What follows belongs to an exercise in optimizing a design on an open flow for small area, a short achievable clock period and few clock cycles; a production flow would make more cautious choices. The RTL was checked by simulation tests, not by an equivalence proof against the original design. Power and IR drop assume default switching activity.

v12:
## simple_cpu
module simple_cpu
#(parameter DATA_WIDTH = 32)(
  input clk,
  input rstn,
  output [DATA_WIDTH-1:0] imem_addr,
  input  [DATA_WIDTH-1:0] imem_rdata,
  output [DATA_WIDTH-1:0] dmem_addr,
  output [DATA_WIDTH-1:0] dmem_wdata,
  output [3:0]            dmem_wstrb,
  output                  dmem_re,
  input  [DATA_WIDTH-1:0] dmem_rdata
);
For scale: roughly 5400 cells after synthesis, ~1200 flip-flops, ~170 I/O pins, ~62000 um2 of cells after synthesis.
==> flow/config.mk <==
export PLATFORM = sky130hd
export DESIGN_NAME = simple_cpu
export DESIGN_NICKNAME = simple_cpu
export VERILOG_FILES = /design/flow/design.v
export SDC_FILE = /design/flow/constraint.sdc
export NUM_CORES = 8
export LEC_CHECK = 0
export CAP_MARGIN = 20
export CORE_MARGIN = 2
export CORE_UTILIZATION = 53
export SETUP_SLACK_MARGIN = 5
export SLEW_MARGIN = 50
export SYNTH_HIERARCHICAL = 1
export SYNTH_MINIMUM_KEEP_SIZE = 50
export TNS_END_PERCENT = 20
==> flow/constraint.sdc <==
create_clock -name core_clock -period 10.0 [get_ports {clk}]
set_input_delay 2.0000 -clock core_clock [delete_from_list [all_inputs] [get_ports {clk}]]
set_output_delay 2.0000 -clock core_clock [all_outputs]
set_load 0.01 [all_outputs]
standard.sh (not shown) runs the stock make flow with config.mk's settings and CLKGATE_MAP_FILE= SYNTH_SCRIPT=/design/flow/synth_recipe.tcl, a recipe that flattens the netlist after the stock synthesis.
==> flow/flow/run.sh <==
#!/bin/bash
# Own layout flow: the standard flow (standard.sh) with two changes:
# the ports are buffered with buf_2 cells instead of the slow delay cell that
# buffer_ports picks by default, and CTS inserts no dummy loads and builds the tree from clkbuf_8 cells, up to 12 sinks per leaf.
set -euo pipefail
export BUFFER_PORTS_ARGS="-buffer_cell sky130_fd_sc_hd__buf_2"
export CTS_ARGS="-sink_clustering_enable -repair_clock_nets -dont_use_dummy_load -sink_clustering_size 12 -sink_clustering_max_diameter 60 -buf_list sky130_fd_sc_hd__clkbuf_8"
bash standard.sh > standard_flow.log 2>&1
The flow did not stop early for v12: all stages ran, and the layout cleared the timing, design-rule and antenna checks.
Testbench counts of v12, summed over its fixed seeds: cycles 1,992,704.
### v12 -> v25
- SLEW_MARGIN: 50 -> 70
- CORE_UTILIZATION: 53 -> 40
### Flow results
- Route | v25 vs v12 | wire longer in v25
- Between v12 and v25, the flow reports wire length of the first global-routing pass increasing by a few percent.
- Clock buffer count from CTS in v25 vs v12: down about 9%
- Vias: v25 fewer than v12
- Area used by multi-input combinational logic: v25 > v12
- In the metrics for v12 and v25, the one carrying the lower clock-buffer cell count is v25.
- Largest net degree at the start of global routing came out exactly the same in v12 and v25.
- Going from v12 to v25, cell row count grew by more than 10%.
- v25 has more setup slack than v12.
The inputs of v35 differ from those of v25 as listed below.
- changing SLEW_MARGIN from 70 to 50
- changing CAP_MARGIN from 20 to 50
[summary]
- For the clock group share of total power, v35 came in 0.2 points higher than v25 did.
- Cmp v25 and v35 / count of buffer and inverter cells on the critical path / lower: v25
- In the metrics for v25 and v35, the one carrying the lower part of the power in combinational logic is v35.
- Between v25 and v35, the difference in switching share of total power is negligible.
- Taking v25 as the reference, in v35 met3 track demand over resource fell by 1.3 points; count of multi-input combinational gates stayed essentially flat; critical path depth rose by 2.
The following lists how v46 was set up differently from v35:
- swapping 50 for 20 in CAP_MARGIN
- swapping 40 for 47 in CORE_UTILIZATION
- putting PLACE_DENSITY at 0.7 where nothing was set
Findings:
- [compare] base=v35 new=v46: final period demand of the worst path shows a reduction of 0.057 ns, flip-flop and latch power shows no meaningful change, synthesis-to-layout area growth shows a reduction of 0.27 points, antenna violation net count after detailed routing shows no meaningful change.
- Share of power burned in combinational logic ends up lower on v46.
- Diff v35 -> v46 | final standard cell count with taps included and fillers excluded | decrease of 3.5%
- The estimated power of v46 ends up higher than the estimate for v35.
- Lower count of inserted antenna diode cells among v46 and v35: v35
- Any difference in sequential portion of the cell area between v35 and v46 is small enough to ignore.
- v46: clock skew 0.0095 ns above v35
- Total global-route track usage: v46 > v35
--- input diff v46..v57 ---
- swapping 50 for 20 in SLEW_MARGIN
- swapping 47 for 40 in CORE_UTILIZATION
- clearing TNS_END_PERCENT, which used to be 20
- clearing PLACE_DENSITY, which used to be 0.7
--- outcome ---
Setup WNS v46 -> v57: worse
Per the comparison of v57 with v46, first-pass GRT wire length +13000 um; share of power burned in combinational logic ~0 delta; number of antenna violations at the first check in global routing -7.
#### Input delta (v14 over v57)
- changing SLEW_MARGIN from 20 to 50
- setting TNS_END_PERCENT to 20 for the first time
- changing CORE_UTILIZATION from 40 to 50
Findings:
Compared v14 against v57; power consumption within noise.
Final critical-path required period for v14: 0.14 ns down relative to v57
Min number of buffers inserted by post-CTS setup repair across v57 and v14: v14
v57 -> v14: number of fill cells decreased by more than a quarter
Going from v57 to v14, average wire length per cell after detail routing grows by 1.8 um.
Summary of v14 over v57: power share of the clock group now larger, number of non-clock inverters now smaller, arrival time reported for the critical path endpoint now smaller.
Measured against each other, v57 and v14 differ in utilization, the higher figure coming from v14.
Higher via count was reported by v14, not v57.

[port drivers added, routing unchanged]
In the flow no input, the clock included, has a driving cell. The finished layouts below were timed again as built, in two steps. Step 1 (the two cells are an assumption about what drives the block):
set clk [get_ports {clk}]
set_driving_cell -lib_cell sky130_fd_sc_hd__clkbuf_16 $clk
set_driving_cell -lib_cell sky130_fd_sc_hd__buf_2 [delete_from_list [all_inputs] $clk]
Step 2 also shifts input and output timing later by t, the mid clock arrival at the registers, as if the neighbouring blocks saw the same clock. Slacks: ideal ports / drivers / drivers and shift; pairs: ideal ports / drivers.
| run | t (ns) | setup WS [ns] | worst hold slack (ns) | latest minus earliest clock arrival (ns) |
|---|---|---|---|---|
| v12 | 0.911 | 4.793 / 4.659 / 3.748 | 0.647 / 0.647 / 0.647 | 0.162 / 0.162 |
| v25 | 0.968 | 4.887 / 4.854 / 3.885 | 0.605 / 0.605 / 0.605 | 0.144 / 0.145 |
| v35 | 0.934 | 4.840 / 4.697 / 3.762 | 0.616 / 0.616 / 0.616 | 0.111 / 0.111 |
| v46 | 0.960 | 4.897 / 4.882 / 3.921 | 0.667 / 0.667 / 0.667 | 0.121 / 0.121 |
| v57 | 0.966 | 4.703 / 4.650 / 3.684 | 0.634 / 0.634 / 0.634 | 0.128 / 0.128 |
| v14 | 0.942 | 4.842 / 4.827 / 3.885 | 0.662 / 0.662 / 0.662 | 0.145 / 0.145 |
After both steps setup and hold are still met in every run listed. The setup slack of v35, which loses most, moves by -0.143 ns with the drivers and by -1.078 ns with both steps.
